Source: an optimization exercise on an open RTL-to-GDS flow (aim: small area and a short achievable clock period). Production flows keep margins and buffers that such runs may drop.
Only simulation tests tie the RTL to the original design; equivalence was not proved.
Power is estimated from default activity; no workload was simulated.

===== flow/design.v =====
module abcd_output
(
	input clk,
	input rstn,
	input rx_pin_in,
	output ch_a_output, ch_b_output, ch_c_output, ch_d_output
);
	reg h2l_f1, h2l_f2;
	always @(posedge clk or negedge rstn)
		if (!rstn) begin
			h2l_f1 <= 1'b1;
			h2l_f2 <= 1'b1;
		end else begin
			h2l_f1 <= rx_pin_in;
			h2l_f2 <= h2l_f1;
		end
	wire h2l = h2l_f2 & ~h2l_f1;
	reg [3:0] st;							 
	reg [12:0] cnt;							 
	wire counting = (st != 4'd0) && (st <= 4'd12);
	wire bps = (st == 4'd1) ? (cnt[11] & cnt[9] & cnt[5] & cnt[3] & cnt[2])
	                         : (cnt[12] & cnt[10] & cnt[6] & cnt[4] & cnt[2] & cnt[1] & cnt[0]);
	always @(posedge clk or negedge rstn)
		if (!rstn)
			cnt <= 13'd0;
		else if (counting && !bps)
			cnt <= cnt + 1'b1;
		else
			cnt <= 13'd0;
	always @(posedge clk or negedge rstn)
		if (!rstn)
			st <= 4'd0;
		else case (st)
			4'd0, 4'd15: st <= h2l ? 4'd1 : 4'd0;
			4'd12, 4'd13, 4'd14: st <= st + 1'b1;
			default: if (bps) st <= st + 1'b1;
		endcase
	reg [15:0] sr;
	wire sample = bps && (st >= 4'd2) && (st <= 4'd9);
	always @(posedge clk)
		if (sample)
			sr <= {rx_pin_in, sr[15:1]};
	wire [7:0] rdata = sr[15:8];
	wire byte_ev = (st == 4'd15);			 
	reg [1:0] cst;							 
	reg [2:0] func;							 
	wire [2:0] func_code =
		(rdata[7:3] == 5'b01000 && rdata[2:0] != 3'd7) ? rdata[2:0] :
		(rdata == 8'd83) ? 3'd7 : 3'd0;
	always @(posedge clk or negedge rstn)
		if (!rstn)
			cst <= 2'd0;
		else if (byte_ev)
			cst <= (cst == 2'd1) ? 2'd2 : (cst == 2'd0) ? 2'd1 : 2'd0;
	always @(posedge clk)
		if (byte_ev && cst == 2'd0)
			func <= func_code;
	wire [15:0] value = {sr[7:0], sr[15:8]};
	wire commit = byte_ev && (cst == 2'd2);
	localparam [31:0] DIVIDEND = 32'd50000000;
	wire [4:0] cl = cnt[4:0];
	wire [4:0] bidx = 5'd26 - cl;
	wire dbit = DIVIDEND[bidx] & st[0] & st[1];
	wire rclr = (cl == 5'd0) && st[0] && st[1];	 
	reg [15:0] nrem;
	reg [15:0] nquo;
	wire [16:0] nr2 = {nrem, ~dbit};
	wire [16:0] sum;
	wire co;
	add_c #(17) u_div (.a(nr2), .b({1'b0, value}), .s(sum), .co(co));
	wire ge = ~co;
	always @(posedge clk) begin
		nrem <= rclr ? 16'hffff : (ge ? sum[15:0] : nr2[15:0]);
		nquo <= {nquo[14:0], co};
	end
	reg [9:0] delay_a, delay_b, delay_c, delay_d, duty;
	reg [15:0] nframe, ntick;				 
	wire nz = (value != 16'd0);
	wire [9:0] vsat = value[9:0] | {10{|value[15:10]}};
	always @(posedge clk or negedge rstn)
		if (!rstn) begin
			delay_a <= 10'd0;
			delay_b <= 10'd10;
			delay_c <= 10'd20;
			delay_d <= 10'd30;
			duty <= 10'd5;
			nframe <= ~16'd19264;			 
			ntick <= ~16'd50000;			 
		end else if (commit) begin
			case (func)
				3'd1: delay_a <= vsat;
				3'd2: delay_b <= vsat;
				3'd3: delay_c <= vsat;
				3'd4: delay_d <= vsat;
				3'd5: duty <= vsat;
				3'd6: if (nz) nframe <= nquo;
				3'd7: if (nz) ntick <= nquo;
				default: ;
			endcase
		end
	reg [15:0] fcnt, tcnt;
	reg [9:0] tnum;
	reg oa, ob, oc, od;
	wire frame, tick;
	cmp_chain #(16) u_fr (.a(fcnt), .nb(nframe), .ci(1'b1), .co(frame));
	cmp_chain #(16) u_tk (.a(tcnt), .nb(ntick), .ci(1'b1), .co(tick));
	wire [15:0] fcnt_inc, tcnt_inc;
	wire [9:0] m;
	incr #(16) u_fi (.a(fcnt), .ci(~tick), .s(fcnt_inc));
	incr #(16) u_ti (.a(tcnt), .ci(1'b1), .s(tcnt_inc));
	incr #(10) u_ni (.a(tnum), .ci(tick), .s(m));		 
	wire [9:0] w;
	wire wpos;
	sub_ge #(10) u_w (.a(m), .b(duty), .d(w), .ge(wpos));
	wire duty0 = ~|duty;
	wire force1 = frame | duty0;
	wire kill = force1 | ~wpos;
	wire [9:0] nb1 = ~(m & {10{~force1}});
	wire [9:0] nb2 = ~(w & {10{~kill}});
	wire g1a, g1b, g1c, g1d, g2a, g2b, g2c, g2d;
	cmp_chain #(10) u_1a (.a(delay_a), .nb(nb1), .ci(1'b0), .co(g1a));
	cmp_chain #(10) u_1b (.a(delay_b), .nb(nb1), .ci(1'b0), .co(g1b));
	cmp_chain #(10) u_1c (.a(delay_c), .nb(nb1), .ci(1'b0), .co(g1c));
	cmp_chain #(10) u_1d (.a(delay_d), .nb(nb1), .ci(1'b0), .co(g1d));
	cmp_chain #(10) u_2a (.a(delay_a), .nb(nb2), .ci(kill), .co(g2a));
	cmp_chain #(10) u_2b (.a(delay_b), .nb(nb2), .ci(kill), .co(g2b));
	cmp_chain #(10) u_2c (.a(delay_c), .nb(nb2), .ci(kill), .co(g2c));
	cmp_chain #(10) u_2d (.a(delay_d), .nb(nb2), .ci(kill), .co(g2d));
	wire upd = frame | tick;
	always @(posedge clk or negedge rstn)
		if (!rstn) begin
			fcnt <= 16'd0;
			tcnt <= 16'd0;
			tnum <= 10'd0;
			oa <= 1'b0; ob <= 1'b0; oc <= 1'b0; od <= 1'b0;
		end else begin
			fcnt <= frame ? 16'd0 : fcnt_inc;
			tcnt <= upd ? 16'd0 : tcnt_inc;
			tnum <= frame ? 10'd0 : m;
			if (upd) begin
				oa <= ~g1a & g2a;
				ob <= ~g1b & g2b;
				oc <= ~g1c & g2c;
				od <= ~g1d & g2d;
			end
		end
	assign ch_a_output = oa;
	assign ch_b_output = ob;
	assign ch_c_output = oc;
	assign ch_d_output = od;
endmodule
module cmp_chain #(parameter N = 16)
(
	input [N-1:0] a,
	input [N-1:0] nb,
	input ci,
	output co
);
	wire [N:0] c;
	assign c[0] = ci;
	genvar i;
	generate for (i = 0; i < N; i = i + 1) begin : g
		assign c[i+1] = (a[i] & nb[i]) | (c[i] & (a[i] | nb[i]));
	end endgenerate
	assign co = c[N];
endmodule
module add_c #(parameter N = 17)
(
	input [N-1:0] a,
	input [N-1:0] b,
	output [N-1:0] s,
	output co
);
	wire [N:0] c;
	assign c[0] = 1'b0;
	genvar i;
	generate for (i = 0; i < N; i = i + 1) begin : g
		assign s[i] = a[i] ^ b[i] ^ c[i];
		assign c[i+1] = (a[i] & b[i]) | (c[i] & (a[i] | b[i]));
	end endgenerate
	assign co = c[N];
endmodule
module incr #(parameter N = 16)
(
	input [N-1:0] a,
	input ci,
	output [N-1:0] s
);
	wire [N:0] c;
	assign c[0] = ci;
	genvar i;
	generate for (i = 0; i < N; i = i + 1) begin : g
		assign s[i] = a[i] ^ c[i];
		assign c[i+1] = a[i] & c[i];
	end endgenerate
endmodule
module sub_ge #(parameter N = 17)
(
	input [N-1:0] a,
	input [N-1:0] b,
	output [N-1:0] d,
	output ge
);
	wire [N:0] c;
	assign c[0] = 1'b1;
	genvar i;
	generate for (i = 0; i < N; i = i + 1) begin : g
		assign d[i] = a[i] ^ ~b[i] ^ c[i];
		assign c[i+1] = (a[i] & ~b[i]) | (c[i] & (a[i] | ~b[i]));
	end endgenerate
	assign ge = c[N];
endmodule

===== flow/flow/opts.sh =====
# make variables passed to standard.sh (they override the ones it sets)
EXTRA_ARGS=(
  "ADDER_MAP_FILE="
  "CTS_ARGS=-sink_clustering_enable -repair_clock_nets -buf_list sky130_fd_sc_hd__clkbuf_8 -root_buf sky130_fd_sc_hd__clkbuf_16 -sink_clustering_size 30 -sink_clustering_max_diameter 100 -dont_use_dummy_load"
  "BUFFER_PORTS_ARGS=-buffer_cell sky130_fd_sc_hd__buf_2"
)

===== flow/constraint.sdc =====
create_clock -name core_clock -period 110.0 [get_ports {clk}]
set_input_delay 22.0000 -clock core_clock [delete_from_list [all_inputs] [get_ports {clk}]]
set_output_delay 22.0000 -clock core_clock [all_outputs]
set_load 0.01 [all_outputs]

===== flow/standard.sh =====
#!/bin/bash
# synth_recipe.tcl (not shown) runs the flow's synth.tcl, then flattens the netlist and writes it again
# the make line also repeats each setting of config.mk as NAME=value (left out here)
make -C /OpenROAD-flow-scripts/flow DESIGN_CONFIG=/design/flow/config.mk WORK_HOME=/design/flow/orfs CLKGATE_MAP_FILE= SYNTH_SCRIPT=/design/flow/synth_recipe.tcl "${@:-finish}"

===== flow/flow/run.sh =====
#!/bin/bash
# Own layout flow: the standard ORFS flow with
#  - a stronger area-oriented ABC script for the synthesis's logic mapping
#    (registers are mapped before ABC, so they are the standard synthesis's),
#  - the CTS and port-buffer options given in flow/opts.sh.
# Each step's full output goes to a log file in this folder and in orfs/logs.
set -euo pipefail
W=$PWD
rm -rf "$W/scripts_mod"
cp -r "$FLOW_HOME/scripts" "$W/scripts_mod"
cp "$W/flow/abc_area.script" "$W/scripts_mod/abc_area.script"
source "$W/flow/opts.sh"
bash "$W/standard.sh" SCRIPTS_DIR="$W/scripts_mod" "${EXTRA_ARGS[@]}" finish > "$W/standard_flow.log" 2>&1

===== flow/flow/abc_area.script =====
strash
balance -l;resub -K 6 -l;rewrite -l;resub -K 6 -N 2 -l;refactor -l;resub -K 8 -l;balance -l;resub -K 8 -N 2 -l;rewrite -l;resub -K 10 -l;rewrite -z -l;resub -K 10 -N 2 -l;balance -l;resub -K 12 -l;refactor -z -l;resub -K 12 -N 2 -l;rewrite -z -l;balance -l
&get -n
&dch -f
&nf -a -p -R 1000
&put

===== flow/config.mk =====
export PLATFORM = sky130hd
export DESIGN_NAME = abcd_output
export DESIGN_NICKNAME = abcd_output
export VERILOG_FILES = /design/flow/design.v
export SDC_FILE = /design/flow/constraint.sdc
export NUM_CORES = 4
export LEC_CHECK = 0
export ABC_AREA = 1
export CAP_MARGIN = 20
export CORE_MARGIN = 2
export CORE_UTILIZATION = 60
export SLEW_MARGIN = 20

==> summary.txt, run 1 <==
Logic synthesis
  • Synth Flop Type: dfrtp_1
  • Synth Instances: 879
  • Seq/Total Area, Yosys: 0.552
  • Syn_nets: 882
  • Ys async rst share: 0.745
  • Warnings, synthesis: 1
  • Top cells by area, synth: dfrtp_1 32%, dfstp_2 9.6%, dfxtp_1 7.1%
  • Syn Area/Cell: 10.3 um^2
  • Cell accounting for the most synthesized area: dfrtp_1
  • Netlist Area Pre-Place: 9020 um^2
  • Register bit total from synthesis: 200
  • Post-synth EDFFs: 19
  • Distinct cells, synth: 43
  • Top-area cell type share of the netlist area: 0.322

CTS
  • Hold-fix buffers, CTS: 0
  • Clock sinks: 200
  • Clock latency (worst-skew pair): 0.39 ns
  • TritonCTS clock tree: done
  • Clock-pin transition on the worst setup and hold timing paths: 0.09 ns
  • Max clock buf depth: 2
  • Post-CTS Setup Bufs: 0
  • Total CTS buffers: 17
  • H-tree levels: 4
  • Post-CTS Resized: 0
  • Clk Tree Root Cell: clkbuf_16

Route
  • Final ANT Viol Nets: 0
  • Initial DRC count: 375
  • Total number of vias: 6556
  • DR pass1 iterations: 5
  • Residual DRC: 0
  • Routed wire length: 17700 um
  • Vias per cell: 6.01
  • WL per Instance: 16.2 um

Worst setup path
  • Reg-to-reg startpoint: tcnt[1]
  • Critical Path RT: 88.00 ns
  • Worst Path Buf+Inv: 1
  • Arr. time, crit path: 0.90 ns
  • FF-to-FF End: ob
  • Number of stages on the worst setup path: 1
  • Critical Path End Type: output port
  • Crit-path slowest cell: dfrtp_1
  • R2R setup slack: 101.67 ns
  • Critical path's largest stage delay: 0.39 ns
  • Worst Setup Path Type: flip-flop to output port
  • Worst path cell trace: buf_2
  • Top delay family on crit path: flip-flops
  • Crit path launch type: flip-flop
  • Crit-path max FO: 2
  • Crit path to: ch_b_output
  • FF-to-FF path depth: 40
  • Setup crit start: ob

Die
  • Die X: 127 um
  • Core area: 14600 um^2
  • Effective utilization at floorplan: 0.618
  • Site Rows: 44
  • Height of the die: 127 um
  • Area of the die: 16000 um^2
  • IO Pins: 7

Final layout
  • Nets: 912
  • Diode count: 0
  • Layout cells sized above 1: 0.0739
  • Area Growth Syn to Fin: 6.69%

Timing
  • Final hold violation count: 0
  • Worst-Margin Slew: 0.947 ns
  • Max Clk Rate: 43.7 MHz
  • Period utilisation layout: 0.208
  • Unrepaired setup endpoints after global routing: false
  • Setup TNS: 0 ns
  • Setup violators final: 0
  • Pins Over Slew Limit: 0
  • Clk_skew: 0.0291 ns
  • Min cycle time layout: 22.90 ns
  • Max_slew headroom: 0.367

Outcome
  • Status: finished clean

GRT
  • Met1 Resource Use GR: 0.332
  • GRT met2 Usage: 0.369
  • Grt met3 use: 0.0586
  • GRT Total Usage: 0.236
  • Initial antenna violation count: 0
  • Vias in the first global route: 6409
  • GRT overflow: 0
  • Busiest layer in global routing: met2
  • First-pass GRT wire length: 30700 um
  • Largest net degree at the start of global routing: 87

Power and ir drop
  • Power Total: 116 uW
  • Pleak: 4.01 nW
  • Peak supply drop: 0.0000138 V
  • P per Cell Area: 12.0 nW/um^2

Placed design
  • Final GP Congestion: 0.858
  • HPWL after DPL: 12400 um
  • Port bufs: 6

Job
  • Number of max-cap violations: 0

Min path
  • Hold WC Path Type: flip-flop to flip-flop
-- Yosys cell counts (4+ instances only) --
library cell  number
dfrtp_1          116
a21oi_1          115
nor2_1           113
o21ai_0           74
nand2_1           67
xnor2_1           36
dfstp_2           33
nor3_1            33
dfxtp_1           32
mux2_1            32
maj3_1            29
o22ai_1           24
xor2_1            24
edfxtp_1          19
a22oi_1           17
and3_1            16
nand3_1           13
and2_0            10
nor2b_1           10
a21o_1             6
nor4_1             6
o221ai_1           6
a221oi_1           5
a221o_1            4
a22o_1             4
-- metal layers --
metal / vias to the layer above / wire (um) / part of all wire
met4: 0 / 226 / 0.013
li1: 3271 / - / -
met5: - / 0 / 0
met2: 109 / 8480 / 0.48
met1: 3158 / 8290 / 0.47
met3: 18 / 666 / 0.038
-- per-stage QoR --
stage	hold slack (ns)	worst slack (ns)	util	area [um^2]	instances
after global placement	0.351	86.45	0.640	9340	1073
final	0.344	87.10	0.659	9620	1091
after floorplan	0.338	87.62	-	9020	879
after detailed placement	0.350	86.37	0.642	9360	1074
after global routing	0.358	86.99	0.659	9620	1091
after CTS	0.348	86.77	0.659	9610	1091
-- cells by family after synthesis --
group,synth area share
AND/OR/NAND/NOR,0.146
AO/OA/AOI/OAI,0.170
flip-flops,0.552
XOR/XNOR,0.0583
multiplexers,0.0400
adder cells (fa/ha/maj),0.0322
buffers and inverters,0.000833
-- flip-flops by register name, indices dropped and copies added, names as in the netlist, 2 cells and up --
register and cells:
fcnt 16, nrem 16, nframe 16, delay_b 10, cnt 13, duty 10
delay_a 10, cst 2, delay_c 10, func 3, sr 16, nquo 16
tcnt 16, tnum 10, st 4, ntick 16, delay_d 10
-- worst min path at each step --
stage	start	to	cells past startpoint
final	nquo[6]	nquo[7]	0
after global routing	nquo[6]	nquo[7]	0
after CTS	nquo[6]	nquo[7]	0
after detailed placement	nquo[11]	nquo[12]	0
after global placement	nquo[3]	nquo[4]	0
after floorplan	nquo[9]	nquo[10]	0
-- area by class of cell --
class | count | area, um^2
inverter | 2 | 7.51
multi-input combinational | 677 | 4080
sequential | 200 | 4980
timing repair buffer | 11 | 81.3
fill | 1187 | 4970
tap | 184 | 230
clock buffer | 17 | 245
-- cell usage in the layout (no fill, tap or decap), types with 10 or more instances in the layout --
cell type and count:
dfrtp_1 116, a21oi_1 115, nor2_1 112, o21ai_0 74, nand2_1 67, xnor2_1 36, dfstp_2 33, mux2_1 32
dfxtp_1 32, nor3_1 30, maj3_1 29, xor2_1 24, o22ai_1 24, edfxtp_1 19, a22oi_1 17, and3_1 16
clkbuf_8 16, nand3_1 13, nor2b_1 10, and2_0 10
-- power breakdown --
group	internal (mW)	leakage, nW	switching (mW)
logic	0.00110	1.51	0.00259
clock network	0.0147	0.127	0.0213
registers	0.0748	2.37	0.000966
==> run 2: changes to the inputs <==
==> flow/flow/opts.sh (replaced) <==
EXTRA_ARGS=(
  "ADDER_MAP_FILE="
  "CTS_ARGS=-sink_clustering_enable -repair_clock_nets -buf_list {sky130_fd_sc_hd__clkbuf_4 sky130_fd_sc_hd__clkbuf_8} -root_buf sky130_fd_sc_hd__clkbuf_16 -dont_use_dummy_load"
  "BUFFER_PORTS_ARGS=-buffer_cell sky130_fd_sc_hd__buf_2"
)
==> summary.txt, run 2 <==
Logic synthesis
  • Register bit total from synthesis: 200
  • Top-area cell type share of the netlist area: 0.322
  • Syn_nets: 882
  • Seq/Total Area, Yosys: 0.552
  • Post-synthesis xor/xnor area fraction: 0.0583
  • Top cells by area, synth: dfrtp_1 32%, dfstp_2 9.6%, dfxtp_1 7.1%
  • Synth Instances: 879
  • Netlist Area Pre-Place: 9020 um^2
  • Distinct cells, synth: 43
  • Synth Area in Adders: 0.0322
  • Synth Flop Type: dfrtp_1
  • Compound-Gate Fraction of Synth Area: 0.170
  • Largest family of logic cells by synthesized area: compound AO/OA/AOI/OAI gates
  • Cell accounting for the most synthesized area: dfrtp_1
  • Most instantiated cells after synthesis: 116 x dfrtp_1, 115 x a21oi_1, 113 x nor2_1
  • Ys async rst share: 0.745
  • Syn Area/Cell: 10.3 um^2
  • Post-synthesis simple-gate area fraction: 0.146
  • Post-synth EDFFs: 19
  • Mux contribution to synthesized area: 0.0400
  • Most frequent cell after synthesis: dfrtp_1
  • Warnings, synthesis: 1

Route
  • DR pass1 iterations: 5
  • Total number of vias: 6556
  • Wire length on met2: 8480 um
  • Routed wire length: 17700 um
  • Final ANT Viol Nets: 0
  • Top Layer Used: met4
  • Met3 WL: 666 um
  • DRT met1 WL: 8290 um
  • WL per Instance: 16.2 um
  • Vias per cell: 6.01
  • Initial DRC count: 375
  • Residual DRC: 0

Die
  • Die X: 127 um
  • IO Pins: 7
  • Effective utilization at floorplan: 0.618
  • Site Rows: 44
  • Area of the die: 16000 um^2
  • Height of the die: 127 um
  • Core area: 14600 um^2

Final layout
  • Area Growth Syn to Fin: 6.69%
  • Fillers: 1187
  • Nets: 912
  • Layout cells sized above 1: 0.0739
  • Fin cells: 1091
  • FF/Latch Area: 4980 um^2
  • Multi-input logic area: 4080 um^2
  • Most frequent cells in the layout: 116 x dfrtp_1, 115 x a21oi_1, 112 x nor2_1
  • Diode count: 0
  • Commonest non-fill, non-tap cell in the layout: dfrtp_1

GRT
  • First-pass GRT wire length: 30700 um
  • GRT Total Usage: 0.236
  • GRT overflow: 0
  • Vias in the first global route: 6409
  • Largest net degree at the start of global routing: 87
  • Initial antenna violation count: 0

Worst setup path
  • Crit path launch type: flip-flop
  • Worst Path Buf+Inv: 1
  • Arr. time, crit path: 0.90 ns
  • Critical Path RT: 88.00 ns
  • Worst path cell trace: buf_2
  • Critical Path End Type: output port
  • Critical path's largest stage delay: 0.39 ns
  • Worst Setup Path Type: flip-flop to output port
  • Top delay family on crit path: flip-flops
  • Crit-path slowest cell: dfrtp_1
  • Crit-path max FO: 2

Timing
  • Pins Over Slew Limit: 0
  • Max_slew headroom: 0.367
  • Min Hold Slack: 0.344 ns
  • Setup TNS: 0 ns
  • Min cycle time layout: 22.90 ns
  • Setup violators final: 0
  • Worst-Margin Slew: 0.947 ns
  • Clk_skew: 0.0291 ns
  • Max Clk Rate: 43.7 MHz
  • Period utilisation layout: 0.208
  • Unrepaired setup endpoints after global routing: false
  • Final hold violation count: 0

Outcome
  • Status: finished clean

Placed design
  • Final GP Congestion: 0.858
  • Dpl cells: 1074
  • HPWL after DPL: 12400 um
  • Port bufs: 6

Job
  • Number of max-cap violations: 0

CTS
  • H-tree levels: 4
  • Hold-fix buffers, CTS: 0
  • Clk Tree Root Cell: clkbuf_16
  • Clock sinks: 200
  • Clock latency (worst-skew pair): 0.39 ns
  • Clock-pin transition on the worst setup and hold timing paths: 0.09 ns
  • TritonCTS clock tree: done
  • Post-CTS Resized: 0
  • Total CTS buffers: 17
  • Post-CTS Setup Bufs: 0
  • Max clock buf depth: 2

Power and ir drop
  • Pleak: 4.01 nW
  • Peak supply drop: 0.0000138 V
  • P per Cell Area: 12.0 nW/um^2

Min path
  • Hold WC Path Type: flip-flop to flip-flop
==> run 2: cell counts after synthesis <==
No cell type changed its count.
==> run 2: layout make-up <==
cell class                 instances  area share
timing repair buffer              11     0.00845
tap                              184      0.0239
multi-input combinational        677       0.424
inverter                           2    0.000780
clock buffer                      17      0.0255
sequential                       200       0.518
==> run 2: cell families after synthesis <==
kind of cell / after synthesis
AO/OA/AOI/OAI: 267
XOR/XNOR: 60
adder cells (fa/ha/maj): 29
buffers and inverters: 2
flip-flops: 200
multiplexers: 32
AND/OR/NAND/NOR: 289
==> run 2: final timing paths <==
kind	from	endpoint	slack, ns	cells after the start
worst max-delay path	ob	ch_b_output	87.10	1
worst min-delay path	nquo[6]	nquo[7]	0.34	0
worst max register to register	tcnt[1]	ob	101.67	40
worst min register to register	nquo[6]	nquo[7]	0.34	0
max in group asynchronous	rstn	tnum[3]	87.21	2
min in group asynchronous	rstn	oa	21.61	1
==> run 2: metrics by stage <==
step | setup WS, ns | util | instance area (um^2) | power [mW]
floorplan | 87.62 | - | 9020 | 0.0791
CTS | 86.77 | 0.659 | 9610 | 0.117
finish | 87.10 | 0.659 | 9620 | 0.116
global placement | 86.45 | 0.640 | 9340 | 0.0807
global route | 86.99 | 0.659 | 9620 | 0.120
detailed placement | 86.37 | 0.642 | 9360 | 0.0810
==> run 2: power by group <==
part           switching [mW]  leakage [nW]  internal, mW  total (mW)
clock network          0.0213         0.127        0.0147      0.0360
logic                 0.00259          1.51       0.00110     0.00369
registers            0.000966          2.37        0.0748      0.0758
total                  0.0249          4.01        0.0906       0.116
==> run 2: per-layer routing <==
| metal | global-route usage | vias up |
|---|---|---|
| li1 | - | 3271 |
| met1 | 0.332 | 3158 |
| met2 | 0.369 | 109 |
| met3 | 0.0586 | 18 |
| met4 | 0.0666 | 0 |
| met5 | 0 | - |
==> run 3: changes to the inputs <==
==> flow/flow/opts.sh (replaced) <==
EXTRA_ARGS=(
  "ADDER_MAP_FILE="
  "CTS_ARGS=-sink_clustering_enable -repair_clock_nets -buf_list sky130_fd_sc_hd__clkbuf_8 -root_buf sky130_fd_sc_hd__clkbuf_16 -sink_clustering_size 25 -sink_clustering_max_diameter 300 -sink_clustering_levels 1 -dont_use_dummy_load"
  "BUFFER_PORTS_ARGS=-buffer_cell sky130_fd_sc_hd__buf_2"
)
==> summary.txt, run 3 <==
Placed design
  • Final GP Congestion: 0.858
  • Area after DPL: 9360 um^2
  • Port bufs: 6
  • Dpl cells: 1074
  • Pre-CTS setup slack: 86.37 ns
  • HPWL after DPL: 12400 um

Worst setup path
  • Crit path launch type: flip-flop
  • Worst Path Buf+Inv: 1
  • Critical Path End Type: output port
  • Critical path's largest stage delay: 0.39 ns
  • Top delay family on crit path: flip-flops
  • Critical Path RT: 88.00 ns
  • Worst path cell trace: buf_2
  • Crit-path max FO: 2
  • Worst Setup Path Type: flip-flop to output port
  • Arr. time, crit path: 0.90 ns
  • Crit-path slowest cell: dfrtp_1

Final layout
  • Nets: 912
  • Layout cells sized above 1: 0.0739
  • Commonest non-fill, non-tap cell in the layout: dfrtp_1
  • Most frequent cells in the layout: 116 x dfrtp_1, 115 x a21oi_1, 112 x nor2_1
  • Diode count: 0
  • Post-route cell area: 9620 um^2
  • Fin cells: 1091
  • Fillers: 1187
  • Area Growth Syn to Fin: 6.69%

GRT
  • GRT met2 Usage: 0.369
  • GRT overflow: 0
  • Met1 Resource Use GR: 0.332
  • Grt met3 use: 0.0586
  • First-pass GRT wire length: 30700 um
  • Busiest layer in global routing: met2
  • Largest net degree at the start of global routing: 87
  • Initial antenna violation count: 0
  • Vias in the first global route: 6409
  • GRT Total Usage: 0.236

Die
  • Height of the die: 127 um
  • Die X: 127 um
  • Site Rows: 44
  • Effective utilization at floorplan: 0.618
  • IO Pins: 7
  • Area of the die: 16000 um^2
  • Core area: 14600 um^2

Logic synthesis
  • Most frequent cell after synthesis: dfrtp_1
  • Syn_nets: 882
  • Warnings, synthesis: 1
  • Cell accounting for the most synthesized area: dfrtp_1
  • Top cells by area, synth: dfrtp_1 32%, dfstp_2 9.6%, dfxtp_1 7.1%
  • Ys async rst share: 0.745
  • Distinct cells, synth: 43
  • Most instantiated cells after synthesis: 116 x dfrtp_1, 115 x a21oi_1, 113 x nor2_1
  • Synth Instances: 879
  • Syn Area/Cell: 10.3 um^2
  • Register bit total from synthesis: 200
  • Synth Flop Type: dfrtp_1
  • Netlist Area Pre-Place: 9020 um^2
  • Seq/Total Area, Yosys: 0.552
  • Post-synth EDFFs: 19
  • Top-area cell type share of the netlist area: 0.322

Timing
  • Pins Over Slew Limit: 0
  • Min Hold Slack: 0.344 ns
  • Setup ws final: 87.10 ns
  • Clk_skew: 0.0291 ns
  • Setup TNS: 0 ns
  • Max Clk Rate: 43.7 MHz
  • Setup violators final: 0
  • Max_slew headroom: 0.367
  • Final hold violation count: 0
  • Unrepaired setup endpoints after global routing: false
  • Worst-Margin Slew: 0.947 ns
  • Period utilisation layout: 0.208
  • Min cycle time layout: 22.90 ns

CTS
  • Clock-pin transition on the worst setup and hold timing paths: 0.09 ns
  • Total CTS buffers: 17
  • Clk Tree Root Cell: clkbuf_16
  • Hold-fix buffers, CTS: 0
  • Clock sinks: 200
  • Max clock buf depth: 2
  • TritonCTS clock tree: done
  • Clock latency (worst-skew pair): 0.39 ns
  • Post-CTS Setup Bufs: 0
  • Post-CTS Resized: 0
  • H-tree levels: 4

Route
  • Residual DRC: 0
  • DR pass1 iterations: 5
  • Final ANT Viol Nets: 0
  • Vias per cell: 6.01
  • Total number of vias: 6556
  • WL per Instance: 16.2 um
  • Initial DRC count: 375
  • Routed wire length: 17700 um

Outcome
  • Status: finished clean

Min path
  • Hold WC Path Type: flip-flop to flip-flop

Power and ir drop
  • Pleak: 4.01 nW
  • P per Cell Area: 12.0 nW/um^2
  • Peak supply drop: 0.0000138 V

Job
  • Number of max-cap violations: 0
run 3: power by group:
part / leakage, nW / total [mW] / switching, mW / internal (mW)
Combinational: 1.51 / 0.00369 / 0.00259 / 0.00110
Clock: 0.127 / 0.0360 / 0.0213 / 0.0147
Sequential: 2.37 / 0.0758 / 0.000966 / 0.0748
run 3: final timing paths:
check | cells past startpoint | end | slack (ns) | from
worst min register to register | 0 | nquo[7] | 0.34 | nquo[6]
worst max register to register | 40 | ob | 101.67 | tcnt[1]
worst min-delay path | 0 | nquo[7] | 0.34 | nquo[6]
min in group asynchronous | 1 | oa | 21.61 | rstn
worst max-delay path | 1 | ch_b_output | 87.10 | ob
max in group asynchronous | 2 | tnum[3] | 87.21 | rstn
run 3: final cells by class:
class	count	area, um^2	share of cell area
Tap cell	184	230	0.0239
Sequential cell	200	4980	0.518
Clock buffer	17	245	0.0255
Inverter	2	7.51	0.000780
Multi-Input combinational cell	677	4080	0.424
Timing Repair Buffer	11	81.3	0.00845
run 3: cells by family (layout without fill, tap and decap cells):
group	after synthesis	in the layout	share of synthesized area
AO/OA/AOI/OAI	267	267	0.170
XOR/XNOR	60	60	0.0583
flip-flops	200	200	0.552
AND/OR/NAND/NOR	289	289	0.146
buffers and inverters	2	30	0.000833
multiplexers	32	32	0.0400
adder cells (fa/ha/maj)	29	29	0.0322
run 3: metal layers:
| layer | up-vias | wire length (um) |
|---|---|---|
| met5 | - | 0 |
| met4 | 0 | 226 |
| met2 | 109 | 8480 |
| li1 | 3271 | - |
| met3 | 18 | 666 |
| met1 | 3158 | 8290 |
run 3: stage by stage:
stage / util / power, mW
finish: 0.659 / 0.116
detailed placement: 0.642 / 0.0810
CTS: 0.659 / 0.117
floorplan: - / 0.0791
global placement: 0.640 / 0.0807
global route: 0.659 / 0.120
==> run 4: changes to the inputs <==
==> flow/flow/opts.sh (replaced) <==
EXTRA_ARGS=(
  "ADDER_MAP_FILE="
  "CTS_ARGS=-sink_clustering_enable -repair_clock_nets -buf_list sky130_fd_sc_hd__clkbuf_16 -root_buf sky130_fd_sc_hd__clkbuf_16 -sink_clustering_size 50 -sink_clustering_max_diameter 300 -dont_use_dummy_load"
  "BUFFER_PORTS_ARGS=-buffer_cell sky130_fd_sc_hd__buf_2"
)
==> summary.txt, run 4 <==
Final layout
  • FF/Latch Area: 4980 um^2
  • Multi-input logic area: 4080 um^2
  • Most frequent cells in the layout: 116 x dfrtp_1, 115 x a21oi_1, 112 x nor2_1
  • Fin cells: 1091
  • Commonest non-fill, non-tap cell in the layout: dfrtp_1
  • Fillers: 1151
  • Nets: 912
  • Area Growth Syn to Fin: 8.69%
  • Layout cells sized above 1: 0.0739
  • Diode count: 0

Route
  • Total number of vias: 6605
  • Initial DRC count: 414
  • Final ANT Viol Nets: 0
  • Routed wire length: 18000 um
  • Residual DRC: 0
  • WL per Instance: 16.5 um
  • Vias per cell: 6.05
  • DR pass1 iterations: 5

Placed design
  • Final GP Congestion: 0.858
  • Dpl cells: 1074
  • HPWL after DPL: 12400 um
  • Port bufs: 6

Die
  • Core area: 14600 um^2
  • Site Rows: 44
  • IO Pins: 7
  • Area of the die: 16000 um^2
  • Die X: 127 um
  • Effective utilization at floorplan: 0.618
  • Height of the die: 127 um

CTS
  • Post-CTS Resized: 0
  • Max clock buf depth: 2
  • H-tree levels: 4
  • Total CTS buffers: 17
  • Clock sinks: 200
  • Clock latency (worst-skew pair): 0.43 ns
  • Clk Tree Root Cell: clkbuf_16
  • Hold-fix buffers, CTS: 0
  • Post-CTS Setup Bufs: 0
  • Clock-pin transition on the worst setup and hold timing paths: 0.07 ns
  • TritonCTS clock tree: done

Logic synthesis
  • Most frequent cell after synthesis: dfrtp_1
  • Seq/Total Area, Yosys: 0.552
  • Post-synthesis simple-gate area fraction: 0.146
  • Syn_nets: 882
  • Register bit total from synthesis: 200
  • Compound-Gate Fraction of Synth Area: 0.170
  • Post-synthesis xor/xnor area fraction: 0.0583
  • Synth Instances: 879
  • Post-synth EDFFs: 19
  • Largest family of logic cells by synthesized area: compound AO/OA/AOI/OAI gates
  • Netlist Area Pre-Place: 9020 um^2
  • Most instantiated cells after synthesis: 116 x dfrtp_1, 115 x a21oi_1, 113 x nor2_1
  • Synth Area in Adders: 0.0322
  • Cell accounting for the most synthesized area: dfrtp_1
  • Synth Flop Type: dfrtp_1
  • Syn Area/Cell: 10.3 um^2
  • Top-area cell type share of the netlist area: 0.322
  • Ys async rst share: 0.745
  • Warnings, synthesis: 1
  • Distinct cells, synth: 43
  • Top cells by area, synth: dfrtp_1 32%, dfstp_2 9.6%, dfxtp_1 7.1%
  • Mux contribution to synthesized area: 0.0400

Timing
  • Pins Over Slew Limit: 0
  • Max Clk Rate: 43.6 MHz
  • Unrepaired setup endpoints after global routing: false
  • Final hold violation count: 0
  • Max_slew headroom: 0.365
  • Clk_skew: 0.0182 ns
  • Period utilisation layout: 0.209
  • Worst-Margin Slew: 0.947 ns
  • Setup violators final: 0
  • Min cycle time layout: 22.94 ns
  • Setup TNS: 0 ns

Worst setup path
  • FF-to-FF path depth: 40
  • Worst path cell trace: buf_2
  • Top delay family on crit path: flip-flops
  • Crit-path max FO: 2
  • Critical Path RT: 88.00 ns
  • Critical Path End Type: output port
  • Worst Path Buf+Inv: 1
  • Number of stages on the worst setup path: 1
  • Critical path's largest stage delay: 0.38 ns
  • Arr. time, crit path: 0.94 ns
  • Crit path launch type: flip-flop
  • Worst Setup Path Type: flip-flop to output port
  • Crit-path slowest cell: dfrtp_1

Outcome
  • Status: finished clean

GRT
  • GRT Total Usage: 0.241
  • Vias in the first global route: 6477
  • Initial antenna violation count: 0
  • GRT overflow: 0
  • Largest net degree at the start of global routing: 87
  • First-pass GRT wire length: 31300 um

Job
  • Number of max-cap violations: 0

Power and ir drop
  • Power Total: 130 uW
  • P per Cell Area: 13.2 nW/um^2
  • Peak supply drop: 0.0000132 V
  • Pleak: 4.09 nW

Min path
  • Hold WC Path Type: flip-flop to flip-flop
  • Hold path depth: 0
[run 4: logic make-up after synthesis]
kind of cell	Yosys count
muxes	32
adders and majority gates	29
DFF	200
buffers and inverters	2
and+or+nand+nor	289
xor gates and xnor gates	60
AOI/OAI and AO/OA	267
[run 4: power by group]
group | switching, mW | internal (mW)
Clock | 0.0233 | 0.0269
Combinational | 0.00258 | 0.00110
Sequential | 0.000963 | 0.0749
Total | 0.0269 | 0.103
[run 4: stage by stage]
stage | hold WS, ns | setup slack (ns) | utilization | instance area, um^2
global placement | 0.351 | 86.45 | 0.640 | 9340
floorplan | 0.338 | 87.62 | - | 9020
CTS | 0.353 | 86.82 | 0.671 | 9790
global route | 0.361 | 87.02 | 0.672 | 9800
detailed placement | 0.350 | 86.37 | 0.642 | 9360
finish | 0.356 | 87.06 | 0.672 | 9800
[run 4: area by class of cell]
class / count / share of cell area
Clock buffer: 17 / 0.0434
Inverter: 2 / 0.000766
Multi-Input combinational cell: 677 / 0.416
Sequential cell: 200 / 0.508
Tap cell: 184 / 0.0235
Timing Repair Buffer: 11 / 0.00830
[run 4: path summary, 6_finish.rpt]
kind / end / from / slack (ns)
worst max-delay path: ch_b_output / ob / 87.06
worst min-delay path: nquo[7] / nquo[6] / 0.36
worst max register to register: ob / tcnt[1] / 101.64
worst min register to register: nquo[7] / nquo[6] / 0.36
max in group asynchronous: delay_a[3] / rstn / 87.26
min in group asynchronous: fcnt[10] / rstn / 21.56
[run 4: per-layer routing]
metal | wire, um | track usage | vias to the layer above
met5 | 0 | 0 | -
met4 | 344 | 0.0899 | 0
met3 | 668 | 0.0493 | 28
li1 | - | - | 3277
met2 | 8610 | 0.378 | 129
met1 | 8340 | 0.335 | 3171
[run 4: worst reg2reg max path: cells and delay by family (launching register included)]
kind / cells / cell delay [ns]
xor gates and xnor gates: 1 / 0.21
and+or+nand+nor: 8 / 1.65
adders and majority gates: 5 / 2.00
AOI/OAI and AO/OA: 26 / 3.96
DFF: 1 / 0.42
==> run 5: changes to the inputs <==
==> flow/flow/opts.sh (replaced) <==
# make variables passed to standard.sh (they override the ones it sets)
EXTRA_ARGS=(
  "ADDER_MAP_FILE="
  "CTS_ARGS=-sink_clustering_enable -repair_clock_nets -buf_list sky130_fd_sc_hd__clkbuf_8 -root_buf sky130_fd_sc_hd__clkbuf_16 -sink_clustering_size 20 -sink_clustering_max_diameter 60 -dont_use_dummy_load"
  "BUFFER_PORTS_ARGS=-buffer_cell sky130_fd_sc_hd__buf_2"
)
--- a/flow/config.mk
+++ b/flow/config.mk
@@ -8,5 +8,5 @@
 export ABC_AREA = 1
 export CAP_MARGIN = 20
 export CORE_MARGIN = 2
-export CORE_UTILIZATION = 60
+export CORE_UTILIZATION = 85
 export SLEW_MARGIN = 20
==> summary.txt, run 5 <==
Timing
  • Max Clk Rate: 43.4 MHz
  • Max_slew headroom: 0.291
  • Pins Over Slew Limit: 0
  • Period utilisation layout: 0.209
  • Unrepaired setup endpoints after global routing: false
  • Min cycle time layout: 23.03 ns
  • Final hold violation count: 0
  • Clk_skew: 0.0268 ns
  • Setup TNS: 0 ns
  • Worst-Margin Slew: 1.06 ns
  • Setup violators final: 0
  • Min Hold Slack: 0.369 ns
  • Setup ws final: 86.97 ns

Placed design
  • Area after DPL: 9280 um^2
  • HPWL after DPL: 14700 um
  • Port bufs: 6
  • Pre-CTS setup slack: 86.51 ns
  • Final GP Congestion: 0.870

Logic synthesis
  • Most instantiated cells after synthesis: 116 x dfrtp_1, 115 x a21oi_1, 113 x nor2_1
  • Netlist Area Pre-Place: 9020 um^2
  • Post-synth EDFFs: 19
  • Cell accounting for the most synthesized area: dfrtp_1
  • Syn_nets: 882
  • Top cells by area, synth: dfrtp_1 32%, dfstp_2 9.6%, dfxtp_1 7.1%
  • Most frequent cell after synthesis: dfrtp_1
  • Synth Flop Type: dfrtp_1
  • Distinct cells, synth: 43
  • Top-area cell type share of the netlist area: 0.322
  • Seq/Total Area, Yosys: 0.552
  • Register bit total from synthesis: 200
  • Syn Area/Cell: 10.3 um^2
  • Warnings, synthesis: 1
  • Ys async rst share: 0.745
  • Synth Instances: 879

Final layout
  • Post-route cell area: 9550 um^2
  • Diode count: 0
  • Layout cells sized above 1: 0.0717
  • Fillers: 370
  • Area Growth Syn to Fin: 5.90%
  • Commonest non-fill, non-tap cell in the layout: dfrtp_1
  • Multi-input logic area: 4080 um^2
  • Most frequent cells in the layout: 116 x dfrtp_1, 115 x a21oi_1, 113 x nor2_1
  • Nets: 911
  • FF/Latch Area: 4980 um^2

CTS
  • Total CTS buffers: 17
  • Hold-fix buffers, CTS: 0
  • Clock-pin transition on the worst setup and hold timing paths: 0.10 ns
  • Post-CTS Resized: 0
  • TritonCTS clock tree: done
  • Clock latency (worst-skew pair): 0.40 ns
  • Post-CTS Setup Bufs: 0
  • H-tree levels: 4
  • Clock sinks: 200
  • Clk Tree Root Cell: clkbuf_16
  • Max clock buf depth: 2

Route
  • Initial DRC count: 1119
  • DR pass1 iterations: 7
  • Total number of vias: 7617
  • Vias per cell: 7.31
  • Final ANT Viol Nets: 0
  • Routed wire length: 23100 um
  • WL per Instance: 22.2 um
  • Residual DRC: 0

Die
  • IO Pins: 7
  • Height of the die: 107 um
  • Core area: 10300 um^2
  • Die X: 107 um
  • Effective utilization at floorplan: 0.873
  • Site Rows: 37
  • Area of the die: 11400 um^2

Power and ir drop
  • P per Cell Area: 12.2 nW/um^2
  • Pleak: 4.00 nW
  • Peak supply drop: 0.0000119 V

Worst setup path
  • Critical Path RT: 110.36 ns
  • Arr. time, crit path: 23.39 ns
  • Worst Setup Path Type: input port to asynchronous set/reset pin
  • Worst path cell trace: buf_6 -> buf_4
  • Worst Path Buf+Inv: 2
  • Top delay family on crit path: buffers and inverters
  • Critical Path End Type: asynchronous set/reset pin
  • Crit-path slowest cell: buf_4
  • Critical path's largest stage delay: 0.88 ns
  • Crit-path max FO: 80
  • Crit path launch type: input port

Job
  • Number of max-cap violations: 0

GRT
  • Vias in the first global route: 7654
  • GRT overflow: 0
  • GRT Total Usage: 0.426
  • Initial antenna violation count: 0
  • First-pass GRT wire length: 37600 um
  • Largest net degree at the start of global routing: 81

Min path
  • Hold WC Path Type: flip-flop to flip-flop

Outcome
  • Status: finished clean
-- run 5: through the flow --
stage                     instances  total power [mW]  utilization
final                          1042             0.116        0.925
after detailed placement       1025            0.0812        0.899
after CTS                      1042             0.116        0.922
after floorplan                 879            0.0791            -
after global routing           1042             0.119        0.925
after global placement         1025            0.0806        0.899
-- run 5: per-layer routing --
metal,global-route usage,wire [um],up-vias
li1,-,-,3274
met4,0.181,923,0
met5,0,0,-
met2,0.733,11700,550
met3,0.0997,1950,124
met1,0.519,8490,3669
-- run 5: logic make-up (layout without fill, tap and decap cells) --
logic type	count (synthesis)	count (layout)	share of synthesized area
adders and majority gates	29	29	0.0322
DFF	200	200	0.552
muxes	32	32	0.0400
and+or+nand+nor	289	289	0.146
AOI/OAI and AO/OA	267	267	0.170
buffers and inverters	2	29	0.000833
xor gates and xnor gates	60	60	0.0583
-- run 5: where the power goes --
part	total [mW]	leakage [nW]	internal, mW	switching [mW]
registers	0.0759	2.37	0.0748	0.00113
clock network	0.0363	0.127	0.0147	0.0216
logic	0.00391	1.50	0.00109	0.00282
-- run 5: path summary, 6_finish.rpt --
kind,depth (start not counted),slack (ns),to,start
max,2,86.97,delay_c[1],rstn
max in group core_clock,1,87.10,ch_a_output,oa
min reg2reg,0,0.37,nquo[2],nquo[1]
min in group asynchronous,1,21.59,fcnt[4],rstn
min,0,0.37,nquo[2],nquo[1]
max reg2reg,40,101.12,oc,tcnt[1]
-- run 5: cell type report --
cell class | count | area share
flip-flops and latches | 200 | 0.522
well taps | 136 | 0.0178
multi-input cells | 677 | 0.427
repair buffers | 10 | 0.00694
clock buffers | 17 | 0.0257
inverters | 2 | 0.000786
==> run 6: changes to the inputs <==
--- a/flow/config.mk
+++ b/flow/config.mk
@@ -8,5 +8,5 @@
 export ABC_AREA = 1
 export CAP_MARGIN = 20
 export CORE_MARGIN = 2
-export CORE_UTILIZATION = 85
+export CORE_UTILIZATION = 75
 export SLEW_MARGIN = 20
==> summary.txt, run 6 <==
GRT
  • Largest net degree at the start of global routing: 80
  • First-pass GRT wire length: 31500 um
  • GRT Total Usage: 0.306
  • GRT overflow: 0
  • Initial antenna violation count: 0
  • Vias in the first global route: 6810

Final layout
  • Fin cells: 1054
  • Layout cells sized above 1: 0.0739
  • Commonest non-fill, non-tap cell in the layout: dfrtp_1
  • Area Growth Syn to Fin: 6.09%
  • Nets: 912
  • Diode count: 0
  • Most frequent cells in the layout: 116 x dfrtp_1, 115 x a21oi_1, 112 x nor2_1

Timing
  • Max Clk Rate: 43.6 MHz
  • Min cycle time layout: 22.93 ns
  • Worst-Margin Slew: 0.974 ns
  • Setup violators final: 0
  • Clk_skew: 0.0175 ns
  • Setup TNS: 0 ns
  • Min Hold Slack: 0.358 ns
  • Period utilisation layout: 0.208
  • Final hold violation count: 0
  • Max_slew headroom: 0.347
  • Pins Over Slew Limit: 0
  • Unrepaired setup endpoints after global routing: false

Power and ir drop
  • Pleak: 4.00 nW
  • P per Cell Area: 12.1 nW/um^2
  • Power Total: 116 uW
  • Peak supply drop: 0.0000121 V

Logic synthesis
  • Most frequent cell after synthesis: dfrtp_1
  • Ys async rst share: 0.745
  • Top cells by area, synth: dfrtp_1 32%, dfstp_2 9.6%, dfxtp_1 7.1%
  • Synth Flop Type: dfrtp_1
  • Cell accounting for the most synthesized area: dfrtp_1
  • Distinct cells, synth: 43
  • Post-synth EDFFs: 19
  • Warnings, synthesis: 1
  • Most instantiated cells after synthesis: 116 x dfrtp_1, 115 x a21oi_1, 113 x nor2_1
  • Top-area cell type share of the netlist area: 0.322
  • Synth Instances: 879
  • Syn Area/Cell: 10.3 um^2
  • Register bit total from synthesis: 200
  • Seq/Total Area, Yosys: 0.552
  • Netlist Area Pre-Place: 9020 um^2
  • Syn_nets: 882

CTS
  • Hold-fix buffers, CTS: 0
  • Clock-pin transition on the worst setup and hold timing paths: 0.09 ns
  • TritonCTS clock tree: done
  • Post-CTS Setup Bufs: 0
  • Clock sinks: 200
  • H-tree levels: 4
  • Clk Tree Root Cell: clkbuf_16
  • Total CTS buffers: 17
  • Max clock buf depth: 2
  • Clock latency (worst-skew pair): 0.39 ns
  • Post-CTS Resized: 0

Worst setup path
  • Critical Path End Type: asynchronous set/reset pin
  • Top delay family on crit path: buffers and inverters
  • Worst path cell trace: buf_6 -> buf_4
  • Setup crit start: rstn
  • Crit-path max FO: 79
  • Crit-path slowest cell: buf_4
  • FF-to-FF End: ob
  • Critical path's largest stage delay: 0.80 ns
  • FF-to-FF path depth: 40
  • R2R setup slack: 101.83 ns
  • Crit path to: delay_b[5]
  • Crit path launch type: input port
  • Reg-to-reg startpoint: tcnt[1]
  • Worst Setup Path Type: input port to asynchronous set/reset pin
  • Worst Path Buf+Inv: 2
  • Arr. time, crit path: 23.34 ns
  • Number of stages on the worst setup path: 2
  • Critical Path RT: 110.41 ns

Placed design
  • Dpl cells: 1037
  • HPWL after DPL: 12600 um
  • Final GP Congestion: 0.883
  • Port bufs: 6

Route
  • WL per Instance: 17.4 um
  • Routed wire length: 18400 um
  • DR pass1 iterations: 7
  • Initial DRC count: 674
  • Residual DRC: 0
  • Total number of vias: 6766
  • Vias per cell: 6.42
  • Final ANT Viol Nets: 0

Die
  • Effective utilization at floorplan: 0.760
  • Core area: 11900 um^2
  • IO Pins: 7
  • Height of the die: 114 um
  • Area of the die: 12900 um^2
  • Site Rows: 40
  • Die X: 114 um

Min path
  • Hold WC Path Type: flip-flop to flip-flop

Outcome
  • Status: finished clean

Job
  • Number of max-cap violations: 0
## run 6: cell counts after synthesis
Identical to the previous run, type by type.
## run 6: cells by family after synthesis
family          share of synthesized area
compound gates                      0.170
xor+xnor                           0.0583
fa+ha+maj                          0.0322
buf+inv                          0.000833
flops                               0.552
mux                                0.0400
simple gates                        0.146
## run 6: power by group
| group | internal (mW) | leakage (nW) | switching [mW] |
|---|---|---|---|
| logic | 0.00109 | 1.51 | 0.00256 |
| clock network | 0.0147 | 0.127 | 0.0216 |
| registers | 0.0748 | 2.37 | 0.000935 |
## run 6: area by class of cell
class	instances	area [um^2]
inverters	2	7.51
flip-flops and latches	200	4980
fillers	769	2290
repair buffers	11	73.8
multi-input cells	677	4080
well taps	147	184
clock buffers	17	245
## run 6: how the worst min path moves through the flow
stage | from | to | slack [ns] | depth (start not counted)
2_1_floorplan | nquo[9] | nquo[10] | 0.34 | 0
3_3_place_gp | nquo[3] | nquo[4] | 0.35 | 0
3_5_place_dp | nquo[5] | nquo[6] | 0.35 | 0
4_1_cts | nquo[0] | nquo[1] | 0.36 | 0
5_1_grt | nquo[0] | nquo[1] | 0.36 | 0
6_report | nquo[0] | nquo[1] | 0.36 | 0
## run 6: per-layer routing
layer  wire [um]  track usage  vias to the layer above
li1            -            -                     3266
met4         300        0.108                        0
met1        7940        0.393                     3264
met2        9300        0.523                      206
met3         822       0.0595                       30
met5           0            0                        -
## run 6: metrics by stage
step / utilization / cell area [um^2] / setup slack [ns]
2_1_floorplan: - / 9020 / 87.62
3_3_place_gp: 0.784 / 9290 / 86.59
3_5_place_dp: 0.784 / 9300 / 86.55
4_1_cts: 0.805 / 9550 / 86.97
5_1_grt: 0.807 / 9570 / 86.76
6_report: 0.807 / 9570 / 87.07
==> run 7: changes to the inputs <==
--- a/flow/config.mk
+++ b/flow/config.mk
@@ -8,5 +8,5 @@
 export ABC_AREA = 1
 export CAP_MARGIN = 20
 export CORE_MARGIN = 2
-export CORE_UTILIZATION = 75
+export CORE_UTILIZATION = 60
 export SLEW_MARGIN = 20
==> summary.txt, run 7 <==
Logic synthesis
  • Cell accounting for the most synthesized area: dfrtp_1
  • Most instantiated cells after synthesis: 116 x dfrtp_1, 115 x a21oi_1, 113 x nor2_1
  • Post-synthesis simple-gate area fraction: 0.146
  • Top-area cell type share of the netlist area: 0.322
  • Ys async rst share: 0.745
  • Post-synthesis xor/xnor area fraction: 0.0583
  • Most frequent cell after synthesis: dfrtp_1
  • Synth Area in Adders: 0.0322
  • Distinct cells, synth: 43
  • Netlist Area Pre-Place: 9020 um^2
  • Seq/Total Area, Yosys: 0.552
  • Post-synth EDFFs: 19
  • Syn_nets: 882
  • Top cells by area, synth: dfrtp_1 32%, dfstp_2 9.6%, dfxtp_1 7.1%
  • Warnings, synthesis: 1
  • Largest family of logic cells by synthesized area: compound AO/OA/AOI/OAI gates
  • Mux contribution to synthesized area: 0.0400
  • Syn Area/Cell: 10.3 um^2
  • Compound-Gate Fraction of Synth Area: 0.170
  • Synth Instances: 879
  • Synth Flop Type: dfrtp_1
  • Register bit total from synthesis: 200

Placed design
  • Pre-CTS setup slack: 86.37 ns
  • Final GP Congestion: 0.858
  • Area after DPL: 9360 um^2
  • HPWL after DPL: 12400 um
  • Dpl cells: 1074
  • Port bufs: 6

GRT
  • GRT met2 Usage: 0.369
  • GRT overflow: 0
  • GRT Total Usage: 0.236
  • Met1 Resource Use GR: 0.332
  • Vias in the first global route: 6409
  • Grt met3 use: 0.0586
  • First-pass GRT wire length: 30700 um
  • Largest net degree at the start of global routing: 87
  • Busiest layer in global routing: met2
  • Initial antenna violation count: 0

Final layout
  • Area Growth Syn to Fin: 6.69%
  • FF/Latch Area: 4980 um^2
  • Fillers: 1187
  • Most frequent cells in the layout: 116 x dfrtp_1, 115 x a21oi_1, 112 x nor2_1
  • Nets: 912
  • Layout cells sized above 1: 0.0739
  • Multi-input logic area: 4080 um^2
  • Post-route cell area: 9620 um^2
  • Fin util: 0.659
  • Commonest non-fill, non-tap cell in the layout: dfrtp_1
  • Diode count: 0
  • Fin cells: 1091

Timing
  • Final hold violation count: 0
  • Min cycle time layout: 22.90 ns
  • Setup violators final: 0
  • Min Hold Slack: 0.344 ns
  • Pins Over Slew Limit: 0
  • Setup TNS: 0 ns
  • Setup ws final: 87.10 ns
  • Clk_skew: 0.0291 ns
  • Worst-Margin Slew: 0.947 ns
  • Max Clk Rate: 43.7 MHz
  • Max_slew headroom: 0.367
  • Unrepaired setup endpoints after global routing: false
  • Period utilisation layout: 0.208

CTS
  • Post-CTS Resized: 0
  • Max clock buf depth: 2
  • Hold-fix buffers, CTS: 0
  • Total CTS buffers: 17
  • H-tree levels: 4
  • Clock sinks: 200
  • Clock-pin transition on the worst setup and hold timing paths: 0.09 ns
  • Clock latency (worst-skew pair): 0.39 ns
  • Clk Tree Root Cell: clkbuf_16
  • TritonCTS clock tree: done
  • Post-CTS Setup Bufs: 0

Worst setup path
  • Number of stages on the worst setup path: 1
  • Top delay family on crit path: flip-flops
  • Worst Path Buf+Inv: 1
  • FF-to-FF path depth: 40
  • Critical path's largest stage delay: 0.39 ns
  • Worst path cell trace: buf_2
  • Arr. time, crit path: 0.90 ns
  • Setup crit start: ob
  • Critical Path RT: 88.00 ns
  • Crit-path slowest cell: dfrtp_1
  • Crit-path max FO: 2
  • Critical Path End Type: output port
  • Crit path launch type: flip-flop
  • Reg-to-reg startpoint: tcnt[1]
  • Worst Setup Path Type: flip-flop to output port

Route
  • Vias per cell: 6.01
  • Total number of vias: 6556
  • Initial DRC count: 375
  • DR pass1 iterations: 5
  • Final ANT Viol Nets: 0
  • Routed wire length: 17700 um
  • WL per Instance: 16.2 um
  • Residual DRC: 0

Die
  • Die X: 127 um
  • IO Pins: 7
  • Area of the die: 16000 um^2
  • Height of the die: 127 um
  • Effective utilization at floorplan: 0.618
  • Site Rows: 44
  • Core area: 14600 um^2

Power and ir drop
  • Peak supply drop: 0.0000138 V
  • Power Total: 116 uW
  • Pleak: 4.01 nW
  • P per Cell Area: 12.0 nW/um^2

Job
  • Number of max-cap violations: 0

Min path
  • Hold path depth: 0
  • Worst Hold Launch: nquo[6]
  • Hold WC Path Type: flip-flop to flip-flop

Outcome
  • Status: finished clean
==> run 7: cell count changes in the layout (fill, tap and decap cells not counted) <==
cell   change
buf_4      -2
buf_6      +2
==> run 7: path summary, 6_finish.rpt <==
path                                     to  slack (ns)
worst max-delay path            ch_b_output       87.10
worst min register to register      nquo[7]        0.34
min in group asynchronous                oa       21.61
worst max register to register           ob      101.67
max in group asynchronous           tnum[3]       87.21
worst min-delay path                nquo[7]        0.34
==> run 7: logic make-up after synthesis <==
kind of cell,Yosys count
simple gates,289
buf+inv,2
xor+xnor,60
fa+ha+maj,29
compound gates,267
mux,32
flops,200
==> run 7: area by class of cell <==
type / count / share of cell area
tap: 184 / 0.0239
multi-input combinational: 677 / 0.424
clock buffer: 17 / 0.0255
sequential: 200 / 0.518
inverter: 2 / 0.000780
timing repair buffer: 11 / 0.00845
==> run 7: worst register-to-register path: cells and delay by family, from the launching register on <==
kind | cells | cell delay, ns
adders and majority gates | 5 | 2.01
xor gates and xnor gates | 1 | 0.21
AOI/OAI and AO/OA | 26 | 3.95
DFF | 1 | 0.43
and+or+nand+nor | 8 | 1.65
==> run 7: routing by layer <==
metal,vias to the layer above,wire length [um]
met1,3158,8290
met2,109,8480
met3,18,666
met4,0,226
li1,3271,-
met5,-,0
==> run 7: where the power goes <==
group	leakage, nW	switching (mW)	internal (mW)
clock	0.127	0.0213	0.0147
sequential	2.37	0.000966	0.0748
combinational	1.51	0.00259	0.00110
==> run 8: changes to the inputs <==
--- a/flow/design.v
+++ b/flow/design.v
@@ -5,6 +5,12 @@
 	input rx_pin_in,
 	output ch_a_output, ch_b_output, ch_c_output, ch_d_output
 );
+	reg init;
+	always @(posedge clk or negedge rstn)
+		if (!rstn)
+			init <= 1'b1;
+		else
+			init <= 1'b0;
 	reg h2l_f1, h2l_f2;
 	always @(posedge clk or negedge rstn)
 		if (!rstn) begin
@@ -20,10 +26,8 @@
 	wire counting = (st != 4'd0) && (st <= 4'd12);
 	wire bps = (st == 4'd1) ? (cnt[11] & cnt[9] & cnt[5] & cnt[3] & cnt[2])
 	                         : (cnt[12] & cnt[10] & cnt[6] & cnt[4] & cnt[2] & cnt[1] & cnt[0]);
-	always @(posedge clk or negedge rstn)
-		if (!rstn)
-			cnt <= 13'd0;
-		else if (counting && !bps)
+	always @(posedge clk)
+		if (counting && !bps)
 			cnt <= cnt + 1'b1;
 		else
 			cnt <= 13'd0;
@@ -77,33 +81,32 @@
 	reg [15:0] nframe, ntick;				 
 	wire nz = (value != 16'd0);
 	wire [9:0] vsat = value[9:0] | {10{|value[15:10]}};
-	always @(posedge clk or negedge rstn)
-		if (!rstn) begin
-			delay_a <= 10'd0;
-			delay_b <= 10'd10;
-			delay_c <= 10'd20;
-			delay_d <= 10'd30;
-			duty <= 10'd5;
-			nframe <= ~16'd19264;			 
-			ntick <= ~16'd50000;			 
-		end else if (commit) begin
-			case (func)
-				3'd1: delay_a <= vsat;
-				3'd2: delay_b <= vsat;
-				3'd3: delay_c <= vsat;
-				3'd4: delay_d <= vsat;
-				3'd5: duty <= vsat;
-				3'd6: if (nz) nframe <= nquo;
-				3'd7: if (nz) ntick <= nquo;
-				default: ;
-			endcase
-		end
+	wire wr_a = commit && func == 3'd1;
+	wire wr_b = commit && func == 3'd2;
+	wire wr_c = commit && func == 3'd3;
+	wire wr_d = commit && func == 3'd4;
+	wire wr_e = commit && func == 3'd5;
+	always @(posedge clk) begin
+		if (init | wr_a) delay_a <= init ? 10'd0 : vsat;
+		if (init | wr_b) delay_b <= init ? 10'd10 : vsat;
+		if (init | wr_c) delay_c <= init ? 10'd20 : vsat;
+		if (init | wr_d) delay_d <= init ? 10'd30 : vsat;
+		if (init | wr_e) duty <= init ? 10'd5 : vsat;
+	end
+	wire wr_f = commit && nz && func == 3'd6;
+	wire wr_s = commit && nz && func == 3'd7;
+	always @(posedge clk) begin
+		if (init | wr_f) nframe <= init ? ~16'd19264 : nquo;	 
+		if (init | wr_s) ntick <= init ? ~16'd50000 : nquo;	 
+	end
 	reg [15:0] fcnt, tcnt;
 	reg [9:0] tnum;
 	reg oa, ob, oc, od;
-	wire frame, tick;
-	cmp_chain #(16) u_fr (.a(fcnt), .nb(nframe), .ci(1'b1), .co(frame));
-	cmp_chain #(16) u_tk (.a(tcnt), .nb(ntick), .ci(1'b1), .co(tick));
+	wire frame_c, tick_c;
+	cmp_chain #(16) u_fr (.a(fcnt), .nb(nframe), .ci(1'b1), .co(frame_c));
+	cmp_chain #(16) u_tk (.a(tcnt), .nb(ntick), .ci(1'b1), .co(tick_c));
+	wire frame = frame_c & ~init;
+	wire tick = tick_c & ~init;
 	wire [15:0] fcnt_inc, tcnt_inc;
 	wire [9:0] m;
 	incr #(16) u_fi (.a(fcnt), .ci(~tick), .s(fcnt_inc));
@@ -127,22 +130,19 @@
 	cmp_chain #(10) u_2c (.a(delay_c), .nb(nb2), .ci(kill), .co(g2c));
 	cmp_chain #(10) u_2d (.a(delay_d), .nb(nb2), .ci(kill), .co(g2d));
 	wire upd = frame | tick;
+	always @(posedge clk) begin
+		fcnt <= (frame | init) ? {15'd0, init} : fcnt_inc;
+		tcnt <= (upd | init) ? {15'd0, init} : tcnt_inc;
+		tnum <= (frame | init) ? 10'd0 : m;
+	end
 	always @(posedge clk or negedge rstn)
 		if (!rstn) begin
-			fcnt <= 16'd0;
-			tcnt <= 16'd0;
-			tnum <= 10'd0;
 			oa <= 1'b0; ob <= 1'b0; oc <= 1'b0; od <= 1'b0;
-		end else begin
-			fcnt <= frame ? 16'd0 : fcnt_inc;
-			tcnt <= upd ? 16'd0 : tcnt_inc;
-			tnum <= frame ? 10'd0 : m;
-			if (upd) begin
-				oa <= ~g1a & g2a;
-				ob <= ~g1b & g2b;
-				oc <= ~g1c & g2c;
-				od <= ~g1d & g2d;
-			end
+		end else if (upd) begin
+			oa <= ~g1a & g2a;
+			ob <= ~g1b & g2b;
+			oc <= ~g1c & g2c;
+			od <= ~g1d & g2d;
 		end
 	assign ch_a_output = oa;
 	assign ch_b_output = ob;
==> summary.txt, run 8 <==
Route
  • Vias per cell: 6.16
  • WL per Instance: 16.9 um
  • DR pass1 iterations: 5
  • Routed wire length: 16800 um
  • Final ANT Viol Nets: 0
  • Residual DRC: 0
  • Total number of vias: 6132
  • Initial DRC count: 445

Timing
  • Setup ws final: 87.04 ns
  • Clk_skew: 0.0480 ns
  • Unrepaired setup endpoints after global routing: false
  • Setup violators final: 0
  • Min Hold Slack: 0.320 ns
  • Min cycle time layout: 22.96 ns
  • Worst-Margin Slew: 1.01 ns
  • Max Clk Rate: 43.6 MHz
  • Setup TNS: 0 ns
  • Final hold violation count: 0
  • Max_slew headroom: 0.328
  • Period utilisation layout: 0.209
  • Pins Over Slew Limit: 0

Logic synthesis
  • Distinct cells, synth: 47
  • Top-area cell type share of the netlist area: 0.353
  • Netlist Area Pre-Place: 8590 um^2
  • Synth Flop Type: edfxtp_1
  • Syn_nets: 788
  • Seq/Total Area, Yosys: 0.594
  • Most instantiated cells after synthesis: 101 x edfxtp_1, 89 x nor2_1, 87 x dfxtp_1
  • Warnings, synthesis: 1
  • Most frequent cell after synthesis: edfxtp_1
  • Register bit total from synthesis: 201
  • Post-synth EDFFs: 101
  • Ys async rst share: 0.0647
  • Synth Instances: 785
  • Top cells by area, synth: edfxtp_1 35%, dfxtp_1 20%, a21oi_1 3.9%
  • Cell accounting for the most synthesized area: edfxtp_1
  • Syn Area/Cell: 10.9 um^2

Worst setup path
  • Crit path launch type: flip-flop
  • Critical Path RT: 88.00 ns
  • Worst Path Buf+Inv: 1
  • Critical Path End Type: output port
  • Worst path cell trace: buf_2
  • Crit-path max FO: 2
  • Critical path's largest stage delay: 0.38 ns
  • Top delay family on crit path: flip-flops
  • Number of stages on the worst setup path: 1
  • FF-to-FF path depth: 39
  • Crit-path slowest cell: dfrtp_1
  • Worst Setup Path Type: flip-flop to output port
  • Arr. time, crit path: 0.96 ns

GRT
  • Largest net degree at the start of global routing: 34
  • Initial antenna violation count: 0
  • GRT Total Usage: 0.228
  • First-pass GRT wire length: 27800 um
  • GRT overflow: 0
  • Vias in the first global route: 5843

Final layout
  • Layout cells sized above 1: 0.0466
  • Nets: 820
  • Area Growth Syn to Fin: 7.01%
  • Multi-input logic area: 3500 um^2
  • Fin cells: 995
  • Fin util: 0.659
  • Most frequent cells in the layout: 101 x edfxtp_1, 89 x nor2_1, 87 x dfxtp_1
  • Post-route cell area: 9190 um^2
  • Diode count: 0
  • Commonest non-fill, non-tap cell in the layout: edfxtp_1
  • Fillers: 1098
  • FF/Latch Area: 5100 um^2

CTS
  • Clk Tree Root Cell: clkbuf_16
  • Clock sinks: 201
  • Max clock buf depth: 3
  • Post-CTS Resized: 0
  • Post-CTS Setup Bufs: 0
  • Hold-fix buffers, CTS: 0
  • Clock latency (worst-skew pair): 0.47 ns
  • Total CTS buffers: 16
  • Clock-pin transition on the worst setup and hold timing paths: 0.11 ns
  • TritonCTS clock tree: done
  • H-tree levels: 1

Min path
  • Hold path depth: 0
  • Hold WC Path Type: flip-flop to flip-flop

Outcome
  • Status: finished clean

Die
  • Site Rows: 43
  • Die X: 124 um
  • Area of the die: 15300 um^2
  • IO Pins: 7
  • Height of the die: 124 um
  • Effective utilization at floorplan: 0.616
  • Core area: 13900 um^2

Placed design
  • Dpl cells: 979
  • Port bufs: 6
  • HPWL after DPL: 12000 um
  • Pre-CTS setup slack: 87.50 ns
  • Final GP Congestion: 0.839
  • Area after DPL: 8930 um^2

Power and ir drop
  • Power Total: 171 uW
  • P per Cell Area: 18.6 nW/um^2
  • Peak supply drop: 0.0000151 V
  • Pleak: 3.11 nW

Job
  • Number of max-cap violations: 0
[run 8: logic make-up (layout without fill, tap and decap cells)]
family          count (synthesis)  count (layout)  share of synthesized area
simple gates                  272             272                      0.152
compound gates                227             227                      0.166
flops                         201             201                      0.594
xor+xnor                       60              60                     0.0612
fa+ha+maj                      21              21                     0.0245
buf+inv                         3              33                    0.00131
other cells                     1               1                   0.000437
[run 8: path summary, 6_finish.rpt]
check	start	slack [ns]	endpoint
setup / recovery	oa	87.04	ch_a_output
hold / removal	nquo[4]	0.32	nquo[5]
setup reg to reg	ntick[1]	100.78	ob
hold reg to reg	nquo[4]	0.32	nquo[5]
max in group asynchronous	rstn	88.31	h2l_f1
min in group asynchronous	rstn	21.40	st[3]
[run 8: routing by layer]
layer	track usage	share of wire
met4	0.0568	0.020
met3	0.0343	0.037
met1	0.319	0.48
met2	0.378	0.46
met5	0	0
[run 8: layout make-up]
type	count	share of cell area
repair buffers	14	0.00980
well taps	180	0.0245
clock buffers	16	0.0276
inverters	3	0.00123
multi-input cells	581	0.381
flip-flops and latches	201	0.555
[run 8: power by group]
group / switching (mW) / leakage, nW / total, mW / internal, mW
clock: 0.0221 / 0.130 / 0.0377 / 0.0156
sequential: 0.00972 / 1.84 / 0.102 / 0.0921
combinational: 0.0166 / 1.15 / 0.0311 / 0.0145
total: 0.0484 / 3.11 / 0.171 / 0.122

## re-timing with driven ports
In the flow no input, the clock included, has a driving cell. The finished layouts below were timed again as built, in two steps.
Step 1: set_driving_cell puts a clkbuf_16 on clk and a buf_2 on each other input, an assumption about the parent block.
Step 2 times the ports against the registers' clock, not the clock port: input delays grow and output delays shrink by t, the midpoint of the rising clock arrivals with the driver on.
Three values: no drivers, after step 1, after step 2; two values: the first two.
run | t (ns) | setup slack, ns | hold slack, ns | worst slew at a driven data input, ns | cell pins on the clock port's net
run 1 | 0.421 | 87.097 / 87.050 / 86.798 | 0.344 / 0.344 / 0.344 | 0.04 | 1
run 2 | 0.421 | 87.097 / 87.050 / 86.798 | 0.344 / 0.344 / 0.344 | 0.04 | 1
run 3 | 0.421 | 87.097 / 87.050 / 86.798 | 0.344 / 0.344 / 0.344 | 0.04 | 1
run 4 | 0.469 | 87.062 / 87.014 / 86.802 | 0.356 / 0.356 / 0.356 | 0.04 | 1
run 5 | 0.427 | 86.967 / 86.965 / 86.538 | 0.369 / 0.369 / 0.369 | 0.04 | 1
run 6 | 0.428 | 87.067 / 87.056 / 86.641 | 0.358 / 0.358 / 0.358 | 0.04 | 1
run 7 | 0.421 | 87.097 / 87.050 / 86.798 | 0.344 / 0.344 / 0.344 | 0.04 | 1
run 8 | 0.492 | 87.039 / 86.997 / 87.489 | 0.320 / 0.320 / 0.320 | 0.03 | 1
After both steps setup and hold are still met in every run listed. For run 5, which loses most, drivers alone change the setup slack by -0.002 ns; drivers and shift together by -0.429 ns. Setup slack includes reset recovery checks.
